Background: an optimization exercise with open tools, aiming at small area and a short achievable clock period. Do not read the settings as production practice.
Function was not checked in any run shown here: the RTL went through the layout flow alone.

## flow/design.v (module list and top-level ports; edited modules follow where they fit)
// module fp_add: 86 lines
// module fp_unpack: 53 lines
// module fp_mulr: 30 lines
// module fp_round: 21 lines
// module mul18: 1648 lines
// module fa_cell: 6 lines
// module mlt_cplx: 33 lines
module mlt_cplx(in1, in2, op, clock);
  // ...
==> flow/flow/run.sh <==
#!/bin/bash
# Layout flow for this design.
#  1. Synthesis: the standard flow's own synthesis script (ORFS synth.tcl, hierarchical
#     as set in config.mk), changed so that only the full adders of the
#     multiplier arrays (module fa_cell) are mapped to adder cells; the rest
#     of the logic, except the multiplier arrays (module mul18), is
#     flattened just before ABC, which maps it with flow/abc.script.
#     Yosys's early "abc -fast" pass is skipped so that the adders stay as
#     written.  Registers are untouched, so they keep
#     the names and cell types of the standard synthesis.
#  2. Floorplan to finish: the standard steps (standard.sh).
# Each tool's output goes to a log file of its own in this folder.
set -o pipefail
W=$(pwd)
S=$FLOW_HOME/scripts

# synthesis script
sed -e "s|^source \$::env(SCRIPTS_DIR)/synth_preamble.tcl\$|&\nset abc_args [list -script $W/flow/abc.script {*}\$lib_args {*}\$lib_dont_use_args -constr \$::env(OBJECTS_DIR)/abc.constr]|" \
    -e "s|^\(  *\)extract_fa {\*}\[dont_use_extract_fa_args\]\$|\1extract_fa {*}[dont_use_extract_fa_args] fa_cell|" \
    -e "s|^\(  *\)log_cmd abc {\*}\$abc_args\$|\1setattr -mod -unset keep_hierarchy\n\1setattr -mod -set keep_hierarchy 1 mul18 fp_unpack\n\1flatten\n\1hierarchy -top \$::env(DESIGN_NAME)\n\1opt_clean -purge\n&|" \
    $S/synth.tcl > my_synth.tcl
sed -e "s|yosys synth -nofsm -noshare|yosys synth -nofsm -noshare -noabc|" \
    -e "s|^source \$::env(SCRIPTS_DIR)/synth.tcl\$|source $W/my_synth.tcl|" \
    synth_recipe.tcl > my_synth_recipe.tcl
diff $S/synth.tcl my_synth.tcl > my_synth.diff
diff synth_recipe.tcl my_synth_recipe.tcl > my_synth_recipe.diff

# the standard make command, for the synthesis target with the script above
MK=$(grep '^make ' standard.sh | sed -e "s|SYNTH_SCRIPT=[^ ]*|SYNTH_SCRIPT=$W/my_synth_recipe.tcl|" -e 's|"\${@:-finish}"|synth|')
eval "$MK" > synth.log 2>&1 || exit 1

# floorplan to finish: port buffers of plain buffers, and the timing repair
# aiming for extra setup slack (the clock and constraints are unchanged)
export BUFFER_PORTS_ARGS="-buffer_cell sky130_fd_sc_hd__buf_4"
export SETUP_SLACK_MARGIN=$(cat flow/margin.txt)
bash standard.sh > standard.log 2>&1
==> flow/flow/abc.script <==
strash
dch
map -B 0.9
topo
stime -c
buffer -c
upsize -c
dnsize -c
==> flow/flow/margin.txt <==
17
==> flow/standard.sh <==
#!/bin/bash
# synth_recipe.tcl (not shown) runs the flow's synth.tcl, then flattens the netlist and writes it again
# the make line also repeats each setting of config.mk as NAME=value (left out here)
make -C /OpenROAD-flow-scripts/flow DESIGN_CONFIG=/design/flow/config.mk WORK_HOME=/design/flow/orfs CLKGATE_MAP_FILE= SYNTH_SCRIPT=/design/flow/synth_recipe.tcl "${@:-finish}"
==> flow/config.mk <==
export PLATFORM = sky130hd
export DESIGN_NAME = mlt_cplx
export DESIGN_NICKNAME = mlt_cplx
export VERILOG_FILES = /design/flow/design.v
export SDC_FILE = /design/flow/constraint.sdc
export NUM_CORES = 8
export LEC_CHECK = 0
export CAP_MARGIN = 20
export CORE_MARGIN = 2
export CORE_UTILIZATION = 40
export SLEW_MARGIN = 20
export SYNTH_HIERARCHICAL = 1
==> flow/constraint.sdc <==
create_clock -name core_clock -period 35.0 [get_ports {clock}]
set_input_delay 7.0000 -clock core_clock [delete_from_list [all_inputs] [get_ports {clock}]]
set_output_delay 7.0000 -clock core_clock [all_outputs]
set_load 0.01 [all_outputs]
==> impl_metrics.csv, run 1 <==
group,metric,value,unit
status,outcome,"complete, no violations",
place,numPortBuffers,144,
sta,setup_viol,0,
yosys,syn_inst,10681,
route,drt_iter0_markers,5603,
clock_tree,cts_root_buffer,"clkbuf_16",
grt,grt_pass1_vias,67527,
die,initial_core_util,40.3,%
route,routed.top_layer,"met5",
layout,clkCellAreaFrac,0.822,%
critical_path,crit_end,"p_rr[26]",
grt,met3_usage,3.08,%
min_path,hold_class,"input pin to register",
layout,regArea,2400,um2
clock_tree,cts_buffer_depth,2,
grt,grt_util_all_layers,26.9,%
place,dp.cells,12713,
route,routed-wl-met2,113000,um
layout,final_common_cell,"nand2_1",
layout,seq_cell_count,120,
die,ios,145,
layout,clkbuf_count,18,
clock_tree,clk_pin_slew,0.07,ns
layout,nets,11724,
min_path,worstHoldStart,"in1[23]",
layout,multi_input_area,59400,um2
==> module fp_mulr, before the edit <==
module fp_mulr(sa, ea, fa, ta, ca, sb, eb, fb, tb, cb, u);
input        sa, sb;
input [6:0]  ea, eb;
input [16:0] fa, fb;
input [4:0]  ta, tb;
input [2:0]  ca, cb;
output [30:0] u;
wire        sz = sa ^ sb;
wire [35:15] pn;
mul18 u_mul (.a(fa), .b(fb), .pn(pn));
wire [35:15] p = ~pn;
wire [7:0]  eb0 = {ea[6], ea} + {eb[6], eb} - 8'd31;
wire [7:0]  ebx = eb0 + 8'd1;
wire        nf  = ~eb0[7] & (eb0 != 8'd0);             
wire [7:0]  rr  = 8'd1 - eb0;
wire [4:0]  r   = nf ? 5'd0 : ((rr[7:5] != 3'd0) ? 5'd21 : (rr[4:0] > 5'd21 ? 5'd21 : rr[4:0]));
wire [5:0]  tzp = {1'b0, ta} + {1'b0, tb};
wire        st0 = tzp < ({1'b0, r} + 6'd16);
wire [20:0] w    = p[35:15] >> r;
wire        corr = w[20];
wire [17:0] sig  = corr ? w[20:3] : w[19:2];
wire        g    = corr ? w[2] : w[1];
wire        s    = st0 | (corr & w[1]);
wire [7:0]  ee   = nf ? (corr ? ebx : eb0) : {7'd0, sig[17]};
wire        nan  = ca[2] | cb[2] | (ca[1] & cb[0]) | (cb[1] & ca[0]);
wire        inf  = ca[1] | cb[1];
wire        zero = ca[0] | cb[0];
wire [1:0]  cls  = nan ? 2'd3 : inf ? 2'd2 : zero ? 2'd1 : 2'd0;
assign u = {sz, cls, ee, sig, g, s};
endmodule
==> module fp_round, before the edit <==
module fp_round(u, z);
input  [30:0] u;
output reg [23:0] z;
wire        sz  = u[30];
wire [1:0]  cls = u[29:28];
wire [7:0]  ee  = u[27:20];
wire [17:0] sig = u[19:2];
wire        g   = u[1];
wire        s   = u[0];
wire        rup = g & (s | sig[0]);
wire [22:0] mag = {ee[5:0], sig[16:0]} + {22'd0, rup};
wire        ovf = (ee[7:6] != 2'b00) | (&ee[5:0]) | (&mag[22:17]);
always @(*) begin
   case (cls)
      2'd3: z = 24'h7e0001;
      2'd2: z = {sz, 6'h3f, 17'd0};
      2'd1: z = {sz, 23'd0};
      default: z = ovf ? {sz, 6'h3f, 17'd0} : {sz, mag};
   endcase
end
endmodule
==> module mlt_cplx, before the edit <==
module mlt_cplx(in1, in2, op, clock);
input  [47:0] in1, in2;
input         clock;
output [47:0] op;
wire [6:0]  e_ar, e_ai, e_br, e_bi;
wire [16:0] f_ar, f_ai, f_br, f_bi;
wire [4:0]  t_ar, t_ai, t_br, t_bi;
wire [2:0]  c_ar, c_ai, c_br, c_bi;
fp_unpack u_ar (.x(in1[47:24]), .e(e_ar), .f(f_ar), .tz(t_ar), .c(c_ar));
fp_unpack u_ai (.x(in1[23:0]),  .e(e_ai), .f(f_ai), .tz(t_ai), .c(c_ai));
fp_unpack u_br (.x(in2[47:24]), .e(e_br), .f(f_br), .tz(t_br), .c(c_br));
fp_unpack u_bi (.x(in2[23:0]),  .e(e_bi), .f(f_bi), .tz(t_bi), .c(c_bi));
wire s_ar = in1[47], s_ai = in1[23], s_br = in2[47], s_bi = in2[23];
wire [30:0] rr, ii, ri, ir;
fp_mulr m1 (s_ar, e_ar, f_ar, t_ar, c_ar, s_br, e_br, f_br, t_br, c_br, rr);
fp_mulr m2 (s_ai, e_ai, f_ai, t_ai, c_ai, s_bi, e_bi, f_bi, t_bi, c_bi, ii);
fp_mulr m3 (s_ar, e_ar, f_ar, t_ar, c_ar, s_bi, e_bi, f_bi, t_bi, c_bi, ri);
fp_mulr m4 (s_ai, e_ai, f_ai, t_ai, c_ai, s_br, e_br, f_br, t_br, c_br, ir);
reg [30:0] p_rr, p_ii, p_ri, p_ir;
always @(posedge clock) begin
   p_rr <= rr;
   p_ii <= ii;
   p_ri <= ri;
   p_ir <= ir;
end
wire [23:0] q_rr, q_ii, q_ri, q_ir;
fp_round r1 (.u(p_rr), .z(q_rr));
fp_round r2 (.u(p_ii), .z(q_ii));
fp_round r3 (.u(p_ri), .z(q_ri));
fp_round r4 (.u(p_ir), .z(q_ir));
fp_add #(1) a_re (.a(q_rr), .b(q_ii), .z(op[47:24]));
fp_add #(0) a_im (.a(q_ri), .b(q_ir), .z(op[23:0]));
endmodule
==> run 2, diff against run 1 <==
--- a/flow/design.v
+++ b/flow/design.v
@@ -138,64 +138,67 @@
 assign c = {(&ex) & (|fx), (&ex) & ~(|fx), ~en & ~(|fx)};
 endmodule
 module fp_mulr(sa, ea, fa, ta, ca, sb, eb, fb, tb, cb, u);
 input        sa, sb;
 input [6:0]  ea, eb;
 input [16:0] fa, fb;
 input [4:0]  ta, tb;
 input [2:0]  ca, cb;
-output [30:0] u;
+output [31:0] u;
 wire        sz = sa ^ sb;
-wire [35:15] pn;
+wire [35:16] pn;
 mul18 u_mul (.a(fa), .b(fb), .pn(pn));
-wire [35:15] p = ~pn;
+wire [35:16] p = ~pn;
 wire [7:0]  eb0 = {ea[6], ea} + {eb[6], eb} - 8'd31;
-wire [7:0]  ebx = eb0 + 8'd1;
 wire        nf  = ~eb0[7] & (eb0 != 8'd0);             
 wire [7:0]  rr  = 8'd1 - eb0;
 wire [4:0]  r   = nf ? 5'd0 : ((rr[7:5] != 3'd0) ? 5'd21 : (rr[4:0] > 5'd21 ? 5'd21 : rr[4:0]));
 wire [5:0]  tzp = {1'b0, ta} + {1'b0, tb};
 wire        st0 = tzp < ({1'b0, r} + 6'd16);
-wire [20:0] w    = p[35:15] >> r;
-wire        corr = w[20];
-wire [17:0] sig  = corr ? w[20:3] : w[19:2];
-wire        g    = corr ? w[2] : w[1];
-wire        s    = st0 | (corr & w[1]);
-wire [7:0]  ee   = nf ? (corr ? ebx : eb0) : {7'd0, sig[17]};
+wire [6:0]  x   = nf ? eb0[6:0] : {2'b00, r};
 wire        nan  = ca[2] | cb[2] | (ca[1] & cb[0]) | (cb[1] & ca[0]);
 wire        inf  = ca[1] | cb[1];
 wire        zero = ca[0] | cb[0];
 wire [1:0]  cls  = nan ? 2'd3 : inf ? 2'd2 : zero ? 2'd1 : 2'd0;
-assign u = {sz, cls, ee, sig, g, s};
+assign u = {sz, cls, nf, x, st0, p};
 endmodule
 module fp_round(u, z);
-input  [30:0] u;
+input  [31:0] u;
 output reg [23:0] z;
-wire        sz  = u[30];
-wire [1:0]  cls = u[29:28];
-wire [7:0]  ee  = u[27:20];
-wire [17:0] sig = u[19:2];
-wire        g   = u[1];
-wire        s   = u[0];
-wire        rup = g & (s | sig[0]);
-wire [22:0] mag = {ee[5:0], sig[16:0]} + {22'd0, rup};
-wire        ovf = (ee[7:6] != 2'b00) | (&ee[5:0]) | (&mag[22:17]);
+wire        sz  = u[31];
+wire [1:0]  cls = u[30:29];
+wire        nf  = u[28];
+wire [6:0]  x   = u[27:21];
+wire        st0 = u[20];
+wire [35:16] p  = u[19:0];
+wire [4:0]  r   = nf ? 5'd0 : x[4:0];
+wire [7:0]  eb0 = {1'b0, x};
+wire [7:0]  ebx = eb0 + 8'd1;
+wire [20:1] w    = p[35:16] >> r;
+wire        corr = w[20];
+wire [17:0] sig  = corr ? w[20:3] : w[19:2];
+wire        g    = corr ? w[2] : w[1];
+wire        s    = st0 | (corr & w[1]);
+wire [7:0]  ee   = nf ? (corr ? ebx : eb0) : {7'd0, sig[17]};
+wire        rup  = g & (s | sig[0]);
+wire [22:0] mag  = {ee[5:0], sig[16:0]} + {22'd0, rup};
+wire        ovf  = (ee[7:6] != 2'b00) | (&ee[5:0]) | (&mag[22:17]);
 always @(*) begin
    case (cls)
       2'd3: z = 24'h7e0001;
       2'd2: z = {sz, 6'h3f, 17'd0};
       2'd1: z = {sz, 23'd0};
       default: z = ovf ? {sz, 6'h3f, 17'd0} : {sz, mag};
    endcase
 end
 endmodule
 module mul18(a, b, pn);
 input  [16:0] a, b;
-output [35:15] pn;
+output [35:16] pn;
 wire pp1;
 wire pp2;
 wire pp3;
 wire pp4;
 wire pp5;
 wire pp6;
 wire pp7;
 wire pp8;
@@ -1650,16 +1653,21 @@
 fa_cell u_s856 (.a(c793), .b(s794), .c(s732), .s(s856), .co(c857));
 fa_cell u_s858 (.a(c795), .b(s796), .c(s736), .s(s858), .co(c859));
 fa_cell u_s860 (.a(c797), .b(s798), .c(s740), .s(s860), .co(c861));
 fa_cell u_s862 (.a(c799), .b(s800), .c(pb319), .s(s862), .co(c863));
 fa_cell u_s864 (.a(c801), .b(s802), .c(pb321), .s(s864), .co(c865));
 fa_cell u_s866 (.a(c803), .b(pa322), .c(pb323), .s(s866), .co(c867));
 wire [35:0] x = {1'b1, c867, c865, c863, c861, c859, c857, c855, c853, c851, c849, c847, c845, c843, c841, c839, c837, c835, c833, c831, c829, c827, c825, c823, c821, c819, c817, c815, c813, c811, c809, c807, c805, s804, pp2, pp1};
 wire [35:0] y = {1'b1, 1'b0, s866, s864, s862, s860, s858, s856, s854, s852, s850, s848, s846, s844, s842, s840, s838, s836, s834, s832, s830, s828, s826, s824, s822, s820, s818, s816, s814, s812, s810, s808, s806, pp35, pp18, 1'b1};
+mul18_cpa u_cpa (.x(x), .y(y), .pn(pn));
+endmodule
+module mul18_cpa(x, y, pn);
+input  [35:0] x, y;
+output [35:16] pn;
 wire [35:0] g0 = x & y;
 wire [35:0] p0 = x ^ y;
 wire g0c = x[0] | y[0];
 wire G1 = g0[1] | (p0[1] & g0c);
 wire P1 = p0[1] & p0[0];
 wire G2 = g0[3] | (p0[3] & g0[2]);
 wire P2 = p0[3] & p0[2];
 wire G3 = g0[5] | (p0[5] & g0[4]);
@@ -1829,17 +1837,17 @@
 wire G85 = g0[32] | (p0[32] & G84);
 wire P85 = p0[32] & P84;
 wire G86 = G17 | (P17 & G84);
 wire P86 = P17 & P84;
 wire G87 = G35 | (P35 & G84);
 wire P87 = P35 & P84;
 wire G88 = G36 | (P36 & G84);
 wire P88 = P36 & P84;
-assign pn = {(p0[35] ^ G87), (p0[34] ^ G86), (p0[33] ^ G85), (p0[32] ^ G84), (p0[31] ^ G83), (p0[30] ^ G82), (p0[29] ^ G81), (p0[28] ^ G80), (p0[27] ^ G79), (p0[26] ^ G78), (p0[25] ^ G77), (p0[24] ^ G76), (p0[23] ^ G75), (p0[22] ^ G74), (p0[21] ^ G73), (p0[20] ^ G72), (p0[19] ^ G71), (p0[18] ^ G70), (p0[17] ^ G69), (p0[16] ^ G60), (p0[15] ^ G59)};
+assign pn = {(p0[35] ^ G87), (p0[34] ^ G86), (p0[33] ^ G85), (p0[32] ^ G84), (p0[31] ^ G83), (p0[30] ^ G82), (p0[29] ^ G81), (p0[28] ^ G80), (p0[27] ^ G79), (p0[26] ^ G78), (p0[25] ^ G77), (p0[24] ^ G76), (p0[23] ^ G75), (p0[22] ^ G74), (p0[21] ^ G73), (p0[20] ^ G72), (p0[19] ^ G71), (p0[18] ^ G70), (p0[17] ^ G69), (p0[16] ^ G60)};
 endmodule
 module fa_cell(a, b, c, s, co);
 input a, b, c;
 output s, co;
 assign s = a ^ b ^ c;
 assign co = (a & b) | (a & c) | (b & c);
 endmodule
 module mlt_cplx(in1, in2, op, clock);
@@ -1850,22 +1858,22 @@
 wire [16:0] f_ar, f_ai, f_br, f_bi;
 wire [4:0]  t_ar, t_ai, t_br, t_bi;
 wire [2:0]  c_ar, c_ai, c_br, c_bi;
 fp_unpack u_ar (.x(in1[47:24]), .e(e_ar), .f(f_ar), .tz(t_ar), .c(c_ar));
 fp_unpack u_ai (.x(in1[23:0]),  .e(e_ai), .f(f_ai), .tz(t_ai), .c(c_ai));
 fp_unpack u_br (.x(in2[47:24]), .e(e_br), .f(f_br), .tz(t_br), .c(c_br));
 fp_unpack u_bi (.x(in2[23:0]),  .e(e_bi), .f(f_bi), .tz(t_bi), .c(c_bi));
 wire s_ar = in1[47], s_ai = in1[23], s_br = in2[47], s_bi = in2[23];
-wire [30:0] rr, ii, ri, ir;
+wire [31:0] rr, ii, ri, ir;
 fp_mulr m1 (s_ar, e_ar, f_ar, t_ar, c_ar, s_br, e_br, f_br, t_br, c_br, rr);
 fp_mulr m2 (s_ai, e_ai, f_ai, t_ai, c_ai, s_bi, e_bi, f_bi, t_bi, c_bi, ii);
 fp_mulr m3 (s_ar, e_ar, f_ar, t_ar, c_ar, s_bi, e_bi, f_bi, t_bi, c_bi, ri);
 fp_mulr m4 (s_ai, e_ai, f_ai, t_ai, c_ai, s_br, e_br, f_br, t_br, c_br, ir);
-reg [30:0] p_rr, p_ii, p_ri, p_ir;
+reg [31:0] p_rr, p_ii, p_ri, p_ir;
 always @(posedge clock) begin
    p_rr <= rr;
    p_ii <= ii;
    p_ri <= ri;
    p_ir <= ir;
 end
 wire [23:0] q_rr, q_ii, q_ri, q_ir;
 fp_round r1 (.u(p_rr), .z(q_rr));
--- a/flow/flow/run.sh
+++ b/flow/flow/run.sh
@@ -12,17 +12,17 @@
 # Each tool's output goes to a log file of its own in this folder.
 set -o pipefail
 W=$(pwd)
 S=$FLOW_HOME/scripts
 
 # synthesis script
 sed -e "s|^source \$::env(SCRIPTS_DIR)/synth_preamble.tcl\$|&\nset abc_args [list -script $W/flow/abc.script {*}\$lib_args {*}\$lib_dont_use_args -constr \$::env(OBJECTS_DIR)/abc.constr]|" \
     -e "s|^\(  *\)extract_fa {\*}\[dont_use_extract_fa_args\]\$|\1extract_fa {*}[dont_use_extract_fa_args] fa_cell|" \
-    -e "s|^\(  *\)log_cmd abc {\*}\$abc_args\$|\1setattr -mod -unset keep_hierarchy\n\1setattr -mod -set keep_hierarchy 1 mul18 fp_unpack\n\1flatten\n\1hierarchy -top \$::env(DESIGN_NAME)\n\1opt_clean -purge\n&|" \
+    -e "s|^\(  *\)log_cmd abc {\*}\$abc_args\$|\1setattr -mod -unset keep_hierarchy\n\1setattr -mod -set keep_hierarchy 1 mul18\n\1flatten\n\1hierarchy -top \$::env(DESIGN_NAME)\n\1opt_clean -purge\n&|" \
     $S/synth.tcl > my_synth.tcl
 sed -e "s|yosys synth -nofsm -noshare|yosys synth -nofsm -noshare -noabc|" \
     -e "s|^source \$::env(SCRIPTS_DIR)/synth.tcl\$|source $W/my_synth.tcl|" \
     synth_recipe.tcl > my_synth_recipe.tcl
 diff $S/synth.tcl my_synth.tcl > my_synth.diff
 diff synth_recipe.tcl my_synth_recipe.tcl > my_synth_recipe.diff
 
 # the standard make command, for the synthesis target with the script above
==> flow/flow/margin.txt (replaced) <==
18
==> impl_metrics.csv, run 2 <==
group,metric,value,unit
status,outcome,"complete, no violations",
clock_tree,cts_tree,"done",
critical_path,worstSetupEndpointType,"output pin",
die,ios,145,
critical_path,crit_path_max_fanout,8,
place,place_congestion,0.967,
yosys,synth-edff-count,0,
yosys,synth-main-ff-cell,"dfxtp_1",
place,place_ws,15.55,ns
critical_path,path_delay_family,"simple AND/OR/NAND/NOR gates",
yosys,synth_top_area_share,32.1,%
sta,period_share,48.2,%
critical_path,crit_top_cell,"nand2_2",
critical_path,worstSetupPathType,"register to output pin",
sta,setup_ws,18.13,ns
clock_tree,cts_buffers,17,
layout,fin_area,82800,um2
place,numPortBuffers,144,
clock_tree,h-tree-depth,4,
route,wl_per_cell,19.6,um
yosys,syn_inst,10686,
sta,fin_setup_tns,0,ns
min_path,hold-path-cell-count,2,
critical_path,worstPathArrival,9.87,ns
sta,drv_slew,0,
critical_path,critPathRequiredTime,28.00,ns
yosys,synthTopCellsByArea,"fa_1 (32%), nand2_1 (21%), nand3_1 (9.2%)",
layout,drive_gt1_share,22.2,%
place,placed_area,70500,um2
min_path,worstHoldStart,"in1[23]",
critical_path,crit_path_top_delay_cell,"dfxtp_4",
grt,antenna_found_initial,5,
flow_run,cap_violations,0,
layout,fin_cells,13305,
grt,grt_util_all_layers,28.1,%
yosys,ys_seq_area_share,3.78,%
critical_path,start_kind,"register",
route,via_count,73472,
yosys,yosysTopAreaCell,"fa_1",
place,dp.cells,12719,
critical_path,path_buf_inv,14,
die,placementRows,151,
route,wirelength,261000,um
route,antenna_left,0,
yosys,syn_area,67800,um2
yosys,synthTopCellsByCount,"nand2_1 (3,763), nand3_1 (1,241), inv_1 (1,179), fa_1 (1,088), nor2_1 (862)",
critical_path,cpPeakStageDelay,0.39,ns
grt,grt_pass1_vias,69248,
sta,timing.hold.ws,6.69,ns
layout,final_common_cell,"nand2_1",
route,vias_per_cell,5.52,
sta,slew_headroom,3.89,%
die,die_h,416,um
route,drt_iter0_markers,6566,
grt,grt_overflow_total,0,
sta,setup_viol,0,
grt,grt_pass1_wl,387000,um
route,drcViolationCount,0,
grt,grt_max_degree,49,
layout,syn2layout_area_growth,22.1,%
sta,rsz0062_at_grt,"true",
sta,timing.fmax,0.0593,GHz
die,coreArea,169000,um2
clock_tree,cts_buffer_depth,2,
sta,min_period,16.87,ns
layout,nets,12242,
sta,hold_viol_final,0,
yosys,synth_most_common_cell,"nand2_1",
yosys,ys_types,84,
die,initial_core_util,40.2,%
place,dp_hpwl,191000,um
clock_tree,clk_pin_slew,0.09,ns
die,die_area,173000,um2
yosys,ys_warn_count,11,
route,dr.pass1.iters,9,
sta,worst_pin_slew,1.44,ns
clock_tree,cts_root_buffer,"clkbuf_16",
min_path,min_to,"p_ir[31]",
yosys,synth_seq_cells,128,
clock_tree,clock-sinks,128,
yosys,synth_async_sr_flop_share,0,%
die,dieWidth,416,um
layout,layout_common_cells,"nand2_1 (3,406), inv_1 (1,148), fa_1 (1,088)",
yosys,avgSynthCellArea,6.35,um2
min_path,hold_class,"input pin to register",
layout,utilization,49.0,%
run 2: routing by layer:
| layer | routed length (um) | track usage, % | vias up |
|---|---|---|---|
| met5 | 13 | 0 | - |
| met3 | 20100 | 3.66 | 595 |
| li1 | - | - | 34037 |
| met2 | 121000 | 45.5 | 3235 |
| met4 | 13500 | 12.8 | 2 |
| met1 | 106000 | 37.2 | 35603 |
run 2: Yosys stat by module, one instance, submodules excluded:
| module | cells inside | copies in the design | area (um2) | flops+latches |
|---|---|---|---|---|
| mlt_cplx | 6834 | 1 | 34600 | 128 |
| mul18 | 963 | 4 | 8320 | 0 |
run 2: what timing repair did:
| action | 4_1_cts | 5_1_grt |
|---|---|---|
| buffers inserted | 84 | 372 |
| resized for setup | 274 | 1424 |
| endpoints found under the setup margin | 48 | 83 |
| pin swaps | 58 | 462 |
| hold buffers | 0 | 0 |
| cloned | 28 | 53 |
run 2: layout make-up:
class	instances	area, um2
Tap cell	2218	2780
Clock inverter	14	168
Inverter	1305	5240
Timing Repair Buffer	708	6230
Timing Repair inverter	16	134
Sequential cell	128	2610
Clock buffer	18	439
Antenna cell	17	42.5
Fill cell	16855	86100
Multi-Input combinational cell	8881	65200
run 2: kinds of logic (layout without fill, tap and decap cells):
family / count (synthesis) / count (layout) / synth area share, %
DFF: 128 / 128 / 3.78
adders and majority gates: 1097 / 1097 / 32.2
buffers and inverters: 1792 / 2061 / 11.2
AOI/OAI and AO/OA: 880 / 881 / 7.57
muxes: 13 / 13 / 0.192
and+or+nand+nor: 6530 / 6579 / 41.7
other: 4 / 85 / 0.0221
xor gates and xnor gates: 242 / 243 / 3.27
run 2: how the worst max path moves through the flow:
stage | from | to | slack (ns) | cells after the start
floorplan | p_ii[28] | op[25] | 20.17 | 71
global placement | p_ir[28] | op[0] | 15.66 | 63
detailed placement | p_ir[28] | op[15] | 15.55 | 62
CTS | p_rr[28] | op[24] | 18.01 | 83
global route | p_rr[28] | op[37] | 17.59 | 73
finish | p_rr[28] | op[37] | 18.13 | 70
==> run 3, diff against run 2 <==
==> flow/flow/margin.txt (replaced) <==
16
==> impl_metrics.csv, run 3 <==
group,metric,value,unit
sta,hold_viol_final,0,
clock_tree,cts_buffers,17,
layout,fin_area,72000,um2
sta,timing.fmax,0.0556,GHz
yosys,syn_inst,10686,
sta,timing.hold.ws,6.70,ns
yosys,synth_seq_cells,128,
clock_tree,cts_root_buffer,"clkbuf_16",
route,dr.pass1.iters,9,
critical_path,crit_path_max_fanout,36,
clock_tree,cts_hold_buf,0,
yosys,avgSynthCellArea,6.35,um2
yosys,synth-main-ff-cell,"dfxtp_1",
sta,setup_viol,0,
yosys,syn_area,67800,um2
sta,period_share,51.4,%
clock_tree,clock-sinks,128,
yosys,synth_async_sr_flop_share,0,%
place,numPortBuffers,144,
yosys,ys_types,84,
critical_path,cpPeakStageDelay,0.48,ns
critical_path,crit_path_top_delay_cell,"nor2_1",
layout,layout_common_cells,"nand2_1 (3,758), nand3_1 (1,240), inv_1 (1,175)",
layout,drive_gt1_share,9.04,%
yosys,synth_top_area_share,32.1,%
critical_path,worstPathArrival,10.98,ns
layout,fillerInstances,17956,
clock_tree,clk_pin_slew,0.09,ns
sta,rsz0062_at_grt,"false",
route,vias_per_cell,5.44,
route,via_count,69617,
route,drt_iter0_markers,6163,
critical_path,crit_top_cell,"nand2_1",
route,wl_per_cell,19.0,um
die,die_area,173000,um2
route,wirelength,243000,um
place,placed_area,70500,um2
layout,syn2layout_area_growth,6.09,%
critical_path,critPathRequiredTime,28.00,ns
critical_path,worstSetupEndpointType,"output pin",
die,dieWidth,416,um
yosys,synth_most_common_cell,"nand2_1",
layout,final_common_cell,"nand2_1",
clock_tree,h-tree-depth,4,
grt,grt_pass1_wl,380000,um
die,die_h,416,um
place,place_congestion,0.967,
sta,drv_slew,0,
layout,nets,11747,
die,ios,145,
yosys,synthTopCellsByCount,"nand2_1 (3,763), nand3_1 (1,241), inv_1 (1,179), fa_1 (1,088), nor2_1 (862)",
grt,top_usage_layer,"met2",
grt,grt_max_degree,73,
clock_tree,cts_buffer_depth,2,
place,dp_hpwl,191000,um
sta,worst_pin_slew,1.33,ns
yosys,ys_warn_count,11,
grt,antenna_found_initial,4,
yosys,synth-edff-count,0,
grt,gr-usage-met2,44.7,%
critical_path,start_kind,"register",
die,initial_core_util,40.2,%
die,coreArea,169000,um2
clock_tree,cts_tree,"done",
grt,grt_overflow_total,0,
yosys,yosysTopAreaCell,"fa_1",
grt,met3_usage,3.54,%
sta,fin_setup_tns,0,ns
critical_path,worstSetupPathType,"register to output pin",
grt,grt_pass1_vias,67990,
die,placementRows,151,
grt,grt_use_met1,36.8,%
grt,grt_util_all_layers,27.6,%
sta,min_period,17.98,ns
route,antenna_left,0,
flow_run,cap_violations,0,
min_path,hold_class,"input pin to register",
yosys,synthTopCellsByArea,"fa_1 (32%), nand2_1 (21%), nand3_1 (9.2%)",
sta,slew_headroom,11.2,%
status,outcome,"complete, no violations",
route,drcViolationCount,0,
yosys,ys_seq_area_share,3.78,%
run 3: cell counts after synthesis:
Identical to the previous run, type by type.
run 3: worst paths after layout:
path,slack (ns),depth (start not counted),startpoint,end
worst min-delay path,6.70,2,in1[23],p_ir[31]
worst max-delay path,17.02,72,p_rr[23],op[24]
run 3: timing repair:
action | 4_1_cts | 5_1_grt
pin swaps | 3 | 12
setup endpoints to repair | 46 | 46
cloned | 3 | 11
resized for setup | 11 | 104
setup buffers | 2 | 26
run 3: metal layers:
metal	up-vias	routed length, um	share of wire, %
met1	33412	103000	42
met2	2760	111000	45
met4	0	11600	4.8
met5	-	0	0
met3	469	18400	7.6
li1	32976	-	-
run 3: per-module statistics from Yosys (local to each module, per instance):
module    cell area (um2)  flops+latches
mul18                8320              0
mlt_cplx            34600            128
run 3: per-stage QoR:
step | instances | util, % | worst slack [ns]
floorplan | 10750 | - | 20.17
global placement | 12719 | 41.7 | 15.66
detailed placement | 12719 | 41.7 | 15.55
CTS | 12756 | 42.1 | 15.99
global route | 12807 | 42.6 | 16.01
finish | 12809 | 42.6 | 17.02
run 3: cells by family (layout without fill, tap and decap cells):
logic type,count (synthesis),count (layout),synth area share (%)
buffers and inverters,1792,1607,11.2
AOI/OAI and AO/OA,880,881,7.57
and+or+nand+nor,6530,6538,41.7
adders and majority gates,1097,1097,32.2
muxes,13,13,0.192
DFF,128,128,3.78
xor gates and xnor gates,242,243,3.27
other,4,84,0.0221
run 3: cell type report:
class	count	area (um2)	share of cell area, %
Sequential cell	128	2580	3.59
Clock inverter	14	168	0.233
Timing Repair inverter	3	20.0	0.0278
Tap cell	2218	2780	3.86
Timing Repair Buffer	267	2100	2.91
Clock buffer	18	439	0.610
Inverter	1305	4980	6.92
Multi-Input combinational cell	8840	58900	81.8
Antenna cell	16	40.0	0.0556
run 3: critical path: cells and delay by family, from the launching register on:
kind	cells	cell delay, ns
flip-flops	1	0.36
AO/OA/AOI/OAI	4	0.81
AND/OR/NAND/NOR	58	7.91
buffers and inverters	10	1.35

afterwards: timing with drivers on the ports:
The results above use ideal ports. As a check the final layouts listed here were re-extracted and re-timed, cells and wires unchanged. Step 1 (the two cells are an assumption about what drives the block):
set clk [get_ports {clock}]
set_driving_cell -lib_cell sky130_fd_sc_hd__clkbuf_16 $clk
set_driving_cell -lib_cell sky130_fd_sc_hd__buf_2 [delete_from_list [all_inputs] $clk]
Step 2 moves the port delays by t, midway between the first and last clock arrival at a register: inputs arrive t later, outputs are due t later. That takes back most of the time a late clock gives input paths. Three values: ideal, step 1, step 2; two values: the first two.
run | shift t [ns] | slack for setup (ns) | hold slack, ns | worst register clock-pin slew, ns
run 1 | 0.478 | 17.963 / 17.941 / 17.516 | 6.850 / 6.817 / 7.295 | 0.07 / 0.07
run 2 | 0.542 | 18.128 / 18.060 / 18.018 | 6.690 / 6.652 / 7.194 | 0.09 / 0.09
run 3 | 0.540 | 17.017 / 16.947 / 17.487 | 6.701 / 6.661 / 7.201 | 0.09 / 0.09
After both steps setup and hold are still met in every run listed. For run 1, which loses most, drivers alone change the setup slack by -0.022 ns; drivers and shift together by -0.447 ns.
